What follows belongs to an exercise in optimizing a design on an open flow for small area and a short achievable clock period; a production flow would make more cautious choices. The RTL was checked by simulation tests, not by an equivalence proof against the original design. Power is estimated from default activity; no workload was simulated.

==> job 9755 <==
==> flow/design.v (excerpt) <==
module LegLiteSystem(
     output logic [15:0] iaddr,       
     output logic [15:0] alu_out,     
     output logic [6:0]  io_display,  
     input  logic        clock,
     input  logic        reset,       
     input  logic [15:0] idata,       
     input  logic        io_sw0,
     input  logic        io_sw1
     );
==> module LegLiteSystem, before the edit <==
module LegLiteSystem(
     output logic [15:0] iaddr,       
     output logic [15:0] alu_out,     
     output logic [6:0]  io_display,  
     input  logic        clock,
     input  logic        reset,       
     input  logic [15:0] idata,       
     input  logic        io_sw0,
     input  logic        io_sw1
     );
wire [3:0]  op   = idata[15:12];
wire [2:0]  rm   = idata[11:9];
wire [2:0]  rn   = idata[5:3];
wire [2:0]  rd   = idata[2:0];
wire [15:0] simm = {{10{idata[11]}}, idata[11:6]};
wire is_add  = (op == 4'd0);
wire is_ld   = (op == 4'd5);
wire is_st   = (op == 4'd6);
wire is_cbz  = (op == 4'd7);
wire is_addi = (op == 4'd8);
wire is_andi = (op == 4'd9);
logic [15:0] rf [0:6];
logic [6:0] sa, sb, ss;
Dec3 u_deca(.a(rn), .en(1'b1), .y(sa));
DecB u_decb(.a(rm), .op(op), .y(sb));
Dec3 u_decs(.a(rd), .en(1'b1), .y(ss));
logic [15:0] xa, xb, xs;
wire use_imm = op[3] | (op[1] ^ op[0]);
wire [15:0] opc = simm & {16{use_imm}};
for (genvar j = 0; j < 16; j++) begin : g_rdp
     logic [6:0] col;
     for (genvar k = 0; k < 7; k++) begin : g_c
          assign col[k] = rf[k][j];
     end
     Rd7 u_ra(.sel(sa), .d(col), .y(xa[j]));
     Rd7B u_rb(.sel(sb), .d(col), .c(opc[j]), .y(xb[j]));
     Rd7 u_rs(.sel(ss), .d(col), .y(xs[j]));
end
wire [15:0] sum;
Alu16 u_alu(.a(xa), .b(xb), .andi(op[3] & op[0]), .s(sum));
assign alu_out = sum;
logic [15:0] mem [0:127];
wire [8:0] alo;
Add8 u_aadd(.a(xa[7:0]), .b(simm[7:0]), .s(alo));
wire [7:0] ahi = xa[15:8];
wire hi0  = (ahi == 8'h00);
wire hi1  = (ahi == 8'h01);
wire hiff = (ahi == 8'hff);
wire in_mem = simm[15] ? (alo[8] ? hi0 : hi1) : (alo[8] ? hiff : hi0);
wire is_sw  = (sum == 16'hfff0);    
wire is_dsp = (sum == 16'hfffa);
logic [7:0]  wlo;
logic [31:0] whi;
SumDec u_sdec(.a(xa[7:0]), .b(simm[7:0]), .lo(wlo), .hi(whi));
logic [127:0] wsel;
always_comb
     for (int k = 0; k < 128; k++) wsel[k] = wlo[k % 8] && whi[k / 4];
logic [15:0] mrd;
for (genvar j = 0; j < 16; j++) begin : g_rd
     logic [127:0] col;
     for (genvar k = 0; k < 128; k++) begin : g_col
          assign col[k] = mem[k][j];
     end
     MemReadBit u_rd(.d(col), .sel(wsel), .y(mrd[j]));
end
wire mem_we = is_st && in_mem;
always_ff @(posedge clock)
     for (int k = 0; k < 128; k++)
          if (mem_we && wsel[k]) mem[k] <= xs;
always_ff @(posedge clock)
     if (is_st && is_dsp) io_display <= xs[6:0];
wire rf_we = (is_add || is_ld || is_addi || is_andi) && (rd != 3'd7);
wire ld_mem = op[2] && in_mem;
wire [15:0] wrest = op[2] ? ((is_sw && !in_mem) ? {14'd0, io_sw1, io_sw0} : 16'd0) : alu_out;
logic [15:0] wdata;
for (genvar j = 0; j < 16; j++) begin : g_wb
     Ao21 u_wb(.a(mrd[j]), .b(ld_mem), .c(wrest[j]), .y(wdata[j]));
end
always_ff @(posedge clock)
     if (rf_we) rf[rd] <= wdata;
logic [15:1] pc;
wire take = is_cbz && (xa == 16'd0);
always_ff @(posedge clock)
     if (reset) pc <= 15'd0;
     else pc <= pc + (take ? simm[14:0] : 15'd1);
assign iaddr = {pc, 1'b0};
endmodule
==> module AluX, before the edit <==
module AluX(
     input  logic a, b, andi,
     output logic x
     );
assign x = andi ? (a & b) : (a ^ b);
endmodule
==> module Dec3, before the edit <==
module Dec3(
     input  logic [2:0] a,
     input  logic       en,
     output logic [6:0] y
     );
for (genvar k = 0; k < 7; k++) begin : g_y
     assign y[k] = en && (a == k);
end
endmodule
==> module DecB, before the edit <==
module DecB(
     input  logic [2:0] a,
     input  logic [3:0] op,
     output logic [6:0] y
     );
logic nadd, o32n, o1n;
Nor2 u_o32(.a(op[3]), .b(op[2]), .y(o32n));
Inv u_o1(.a(op[1]), .y(o1n));
Nand2 u_add(.a(o32n), .b(o1n), .y(nadd));
logic [2:0] an;
for (genvar i = 0; i < 3; i++) begin : g_inv
     Inv u_i(.a(a[i]), .y(an[i]));
end
for (genvar k = 0; k < 7; k++) begin : g_y
     logic dn;
     Nand3 u_d(.a(k[0] ? a[0] : an[0]), .b(k[1] ? a[1] : an[1]), .c(k[2] ? a[2] : an[2]), .y(dn));
     Nor2 u_y(.a(dn), .b(nadd), .y(y[k]));
end
endmodule
make LEC_CHECK=0 CAP_MARGIN=20 CORE_MARGIN=2 CORE_UTILIZATION=55 CTS_BUF_LIST=sky130_fd_sc_hd__clkbuf_8 CTS_CLUSTER_DIAMETER=50 CTS_CLUSTER_SIZE=14 PLACE_DENSITY=0.68 SETUP_SLACK_MARGIN=3.9 SLEW_MARGIN=20 SYNTH_HIERARCHICAL=1 TNS_END_PERCENT=5 finish   # period 10.0 ns
run.sh (not shown) runs the stock make flow with config.mk's settings and CLKGATE_MAP_FILE= SYNTH_SCRIPT=/design/flow/synth_recipe.tcl, a recipe that flattens the netlist after the stock synthesis.
==> inputs of job 5896, as changes to job 9755 <==
--- a/flow/design.v
+++ b/flow/design.v
@@ -43,22 +43,20 @@
 wire [8:0] alo;
 Add8 u_aadd(.a(xa[7:0]), .b(simm[7:0]), .s(alo));
 wire [7:0] ahi = xa[15:8];
 wire hi0  = (ahi == 8'h00);
 wire hi1  = (ahi == 8'h01);
 wire hiff = (ahi == 8'hff);
 wire in_mem = simm[15] ? (alo[8] ? hi0 : hi1) : (alo[8] ? hiff : hi0);
+wire [6:0] widx = alo[7:1];
 wire is_sw  = (sum == 16'hfff0);    
 wire is_dsp = (sum == 16'hfffa);
-logic [7:0]  wlo;
-logic [31:0] whi;
-SumDec u_sdec(.a(xa[7:0]), .b(simm[7:0]), .lo(wlo), .hi(whi));
 logic [127:0] wsel;
 always_comb
-     for (int k = 0; k < 128; k++) wsel[k] = wlo[k % 8] && whi[k / 4];
+     for (int k = 0; k < 128; k++) wsel[k] = (widx == k[6:0]);
 logic [15:0] mrd;
 for (genvar j = 0; j < 16; j++) begin : g_rd
      logic [127:0] col;
      for (genvar k = 0; k < 128; k++) begin : g_col
           assign col[k] = mem[k][j];
      end
      MemReadBit u_rd(.d(col), .sel(wsel), .y(mrd[j]));
@@ -81,41 +79,14 @@
 logic [15:1] pc;
 wire take = is_cbz && (xa == 16'd0);
 always_ff @(posedge clock)
      if (reset) pc <= 15'd0;
      else pc <= pc + (take ? simm[14:0] : 15'd1);
 assign iaddr = {pc, 1'b0};
 endmodule
-module SumDec(
-     input  logic [7:0]  a,
-     input  logic [7:0]  b,
-     output logic [7:0]  lo,
-     output logic [31:0] hi
-     );
-logic [1:0][1:0] z [2:7];
-logic [1:0] z1;
-for (genvar k = 0; k < 2; k++) begin : g_z1
-     assign z1[k] = ((a[1] ^ b[1] ^ k[0]) == (a[0] & b[0]));
-end
-for (genvar i = 2; i < 8; i++) begin : g_z
-     for (genvar kp = 0; kp < 2; kp++) begin : g_kp
-          for (genvar k = 0; k < 2; k++) begin : g_k
-               assign z[i][kp][k] = ((a[i] ^ b[i] ^ k[0]) ==
-                                     ((a[i-1] == b[i-1]) ? a[i-1] : !kp[0]));
-          end
-     end
-end
-for (genvar w = 0; w < 8; w++) begin : g_lo
-     assign lo[w] = z1[w % 2] && z[2][w % 2][(w / 2) % 2] && z[3][(w / 2) % 2][(w / 4) % 2];
-end
-for (genvar w = 0; w < 32; w++) begin : g_hi
-     assign hi[w] = z[4][w % 2][(w / 2) % 2] && z[5][(w / 2) % 2][(w / 4) % 2] &&
-                    z[6][(w / 4) % 2][(w / 8) % 2] && z[7][(w / 8) % 2][(w / 16) % 2];
-end
-endmodule
 module MemReadBit(
      input  logic [127:0] d,
      input  logic [127:0] sel,
      output logic         y
      );
 logic [42:0] t;    
 for (genvar g = 0; g < 42; g++) begin : g_aoi
@@ -123,20 +94,20 @@
               .a2(d[3*g+2]), .b2(sel[3*g+2]), .y(t[g]));
 end
 Aoi22 u_last(.a0(d[126]), .b0(sel[126]), .a1(d[127]), .b1(sel[127]), .y(t[42]));
 logic [10:0] u;    
 for (genvar g = 0; g < 10; g++) begin : g_nand
      Nand4 u_nand(.a(t[4*g]), .b(t[4*g+1]), .c(t[4*g+2]), .d(t[4*g+3]), .y(u[g]));
 end
-Nand3 u_n10(.a(t[40]), .b(t[41]), .c(t[42]), .y(u[10]));
+assign u[10] = ~(t[40] & t[41] & t[42]);
 logic [2:0] v;     
 Nor4 u_v0(.a(u[0]), .b(u[1]), .c(u[2]), .d(u[3]), .y(v[0]));
 Nor4 u_v1(.a(u[4]), .b(u[5]), .c(u[6]), .d(u[7]), .y(v[1]));
-Nor3 u_v2(.a(u[8]), .b(u[9]), .c(u[10]), .y(v[2]));
-Nand3 u_y(.a(v[0]), .b(v[1]), .c(v[2]), .y(y));
+assign v[2] = ~(u[8] | u[9] | u[10]);
+assign y = ~(v[0] & v[1] & v[2]);
 endmodule
 module Aoi222(input logic a0, b0, a1, b1, a2, b2, output logic y);
 assign y = ~((a0 & b0) | (a1 & b1) | (a2 & b2));
 endmodule
 module Aoi22(input logic a0, b0, a1, b1, output logic y);
 assign y = ~((a0 & b0) | (a1 & b1));
 endmodule
@@ -248,17 +219,14 @@
 end
 for (genvar k = 0; k < 7; k++) begin : g_y
      logic dn;
      Nand3 u_d(.a(k[0] ? a[0] : an[0]), .b(k[1] ? a[1] : an[1]), .c(k[2] ? a[2] : an[2]), .y(dn));
      Nor2 u_y(.a(dn), .b(nadd), .y(y[k]));
 end
 endmodule
-module Nor3(input logic a, b, c, output logic y);
-assign y = ~(a | b | c);
-endmodule
 module Nand3(input logic a, b, c, output logic y);
 assign y = ~(a & b & c);
 endmodule
 module Rd7B(
      input  logic [6:0] sel,
      input  logic [6:0] d,
      input  logic       c,
CORE_UTILIZATION = 45   (was 55)
CTS_BUF_LIST = sky130_fd_sc_hd__clkbuf_16   (was sky130_fd_sc_hd__clkbuf_8)
CTS_CLUSTER_DIAMETER = unset   (was 50)
CTS_CLUSTER_SIZE = 20   (was 14)
PLACE_DENSITY = 0.6   (was 0.68)
SETUP_SLACK_MARGIN = 3.7   (was 3.9)
==> inputs of job 705, as changes to job 9755 <==
--- a/flow/design.v
+++ b/flow/design.v
@@ -17,17 +17,17 @@
 wire is_ld   = (op == 4'd5);
 wire is_st   = (op == 4'd6);
 wire is_cbz  = (op == 4'd7);
 wire is_addi = (op == 4'd8);
 wire is_andi = (op == 4'd9);
 logic [15:0] rf [0:6];
 logic [6:0] sa, sb, ss;
-Dec3 u_deca(.a(rn), .en(1'b1), .y(sa));
+Dec3 u_deca(.a(rn), .y(sa));
 DecB u_decb(.a(rm), .op(op), .y(sb));
-Dec3 u_decs(.a(rd), .en(1'b1), .y(ss));
+Dec3 u_decs(.a(rd), .y(ss));
 logic [15:0] xa, xb, xs;
 wire use_imm = op[3] | (op[1] ^ op[0]);
 wire [15:0] opc = simm & {16{use_imm}};
 for (genvar j = 0; j < 16; j++) begin : g_rdp
      logic [6:0] col;
      for (genvar k = 0; k < 7; k++) begin : g_c
           assign col[k] = rf[k][j];
@@ -203,15 +203,17 @@
      assign s[i] = ~(x0[i] ^ g4n[i-1]);
 end
 endmodule
 module AluX(
      input  logic a, b, andi,
      output logic x
      );
-assign x = andi ? (a & b) : (a ^ b);
+wire n = ~(a & b);
+wire o = a | b;
+assign x = o & (n ^ andi);
 endmodule
 module Aoi21(input logic a, b, c, output logic y);
 assign y = ~((a & b) | c);
 endmodule
 module Oai21(input logic a, b, c, output logic y);
 assign y = ~((a | b) & c);
 endmodule
@@ -222,40 +224,40 @@
 assign y = ~(a | b);
 endmodule
 module Inv(input logic a, output logic y);
 assign y = ~a;
 endmodule
 module Dec3(
      input  logic [2:0] a,
-     input  logic       en,
      output logic [6:0] y
      );
 for (genvar k = 0; k < 7; k++) begin : g_y
-     assign y[k] = en && (a == k);
+     assign y[k] = (a == k);
 end
 endmodule
 module DecB(
      input  logic [2:0] a,
      input  logic [3:0] op,
      output logic [6:0] y
      );
-logic nadd, o32n, o1n;
-Nor2 u_o32(.a(op[3]), .b(op[2]), .y(o32n));
-Inv u_o1(.a(op[1]), .y(o1n));
-Nand2 u_add(.a(o32n), .b(o1n), .y(nadd));
+logic isadd;
+Nor3 u_add(.a(op[3]), .b(op[2]), .c(op[1]), .y(isadd));
 logic [2:0] an;
 for (genvar i = 0; i < 3; i++) begin : g_inv
      Inv u_i(.a(a[i]), .y(an[i]));
 end
 for (genvar k = 0; k < 7; k++) begin : g_y
      logic dn;
      Nand3 u_d(.a(k[0] ? a[0] : an[0]), .b(k[1] ? a[1] : an[1]), .c(k[2] ? a[2] : an[2]), .y(dn));
-     Nor2 u_y(.a(dn), .b(nadd), .y(y[k]));
+     Nor2b u_y(.a(dn), .bn(isadd), .y(y[k]));
 end
 endmodule
+module Nor2b(input logic a, bn, output logic y);
+assign y = ~(a | ~bn);
+endmodule
 module Nor3(input logic a, b, c, output logic y);
 assign y = ~(a | b | c);
 endmodule
 module Nand3(input logic a, b, c, output logic y);
 assign y = ~(a & b & c);
 endmodule
 module Rd7B(
CAP_MARGIN = 10   (was 20)
CORE_UTILIZATION = 60   (was 55)
PLACE_DENSITY = 0.76   (was 0.68)
SETUP_SLACK_MARGIN = 4.0   (was 3.9)
SLEW_MARGIN = 10   (was 20)
==> notes.md <==
Job 9755 completed without violations. Job 705 completed without violations. Job 5896 finished clean.
Against job 9755, the non-clock buffer count of job 5896 is higher by 338.
Of job 5896 and job 705, job 705 has the higher register-to-register slack (gap 0.48 ns).
Between job 9755 and job 705, the lower die area is in job 705 (gap 9.1%, measured against job 705).
Against job 5896, the clock skew of job 9755 is higher by 0.017 ns.
The highest cell count belongs to job 5896, the lowest to job 705.
Of job 5896 and job 9755, job 5896 has the higher first-iteration DRC count (gap 3.3%, measured against job 9755).
The highest sequential share of layout area belongs to job 705, the lowest to job 5896.
==> figures <==
                                                          job 705                 job 5896                 job 9755
Switch Pwr                                                4.26 mW                  4.76 mW                  4.07 mW
Total stage count of the critical path                         17                       22                       17
Pwr Density                                            187 mW/mm2               207 mW/mm2               182 mW/mm2
Global routing met1 resource utilization                    0.444                    0.375                    0.425
Core ar.                                                0.134 mm2                0.177 mm2                0.147 mm2
CP max stage delay                                        0.24 ns                  0.62 ns                  0.27 ns
Total track usage                                           0.316                    0.262                    0.292
Met3 wire length                                          33.1 mm                  28.9 mm                  28.3 mm
Comb group                                                1.98 mW                  1.98 mW                  1.67 mW
Run status                                complete, no violations  complete, no violations  complete, no violations
Number of well taps                                         1,768                    2,340                    1,930
Inverters                                                      51                       44                       52
Global-route wire length before repair                     315 mm                   341 mm                   319 mm
Worst hold slack                                         0.546 ns                 0.518 ns                 0.541 ns
Post-synthesis cell area                               0.0812 mm2               0.0802 mm2               0.0812 mm2
Total power after layout                                  17.0 mW                  20.0 mW                  16.6 mW

[port drivers added, routing unchanged]
How much do the figures lean on ideal ports? The routed layouts below were timed once more, with nothing changed but the port constraints. Step 1, drivers: a clkbuf_16 drives clock and a buf_2 each remaining input, both assumed. Step 2, shift: input delay + t, output delay - t, t = (earliest + latest rising clock arrival at the registers) / 2. This alone moves slack from input paths to output paths. Slacks: ideal ports / drivers / drivers and shift; pairs: ideal ports / drivers.
| run | t (ns) | setup WS [ns] | pins driven straight from the clock port |
|---|---|---|---|
| job 9755 | 1.014 | 3.520 / 3.469 / 2.777 | 1 |
| job 5896 | 0.920 | 3.099 / 3.075 / 2.155 | 1 |
| job 705 | 1.038 | 3.558 / 3.494 / 2.753 | 1 |
After both steps every run listed still meets setup and hold. The setup slack of job 5896, which loses most, moves by -0.024 ns with the drivers and by -0.944 ns with both steps.
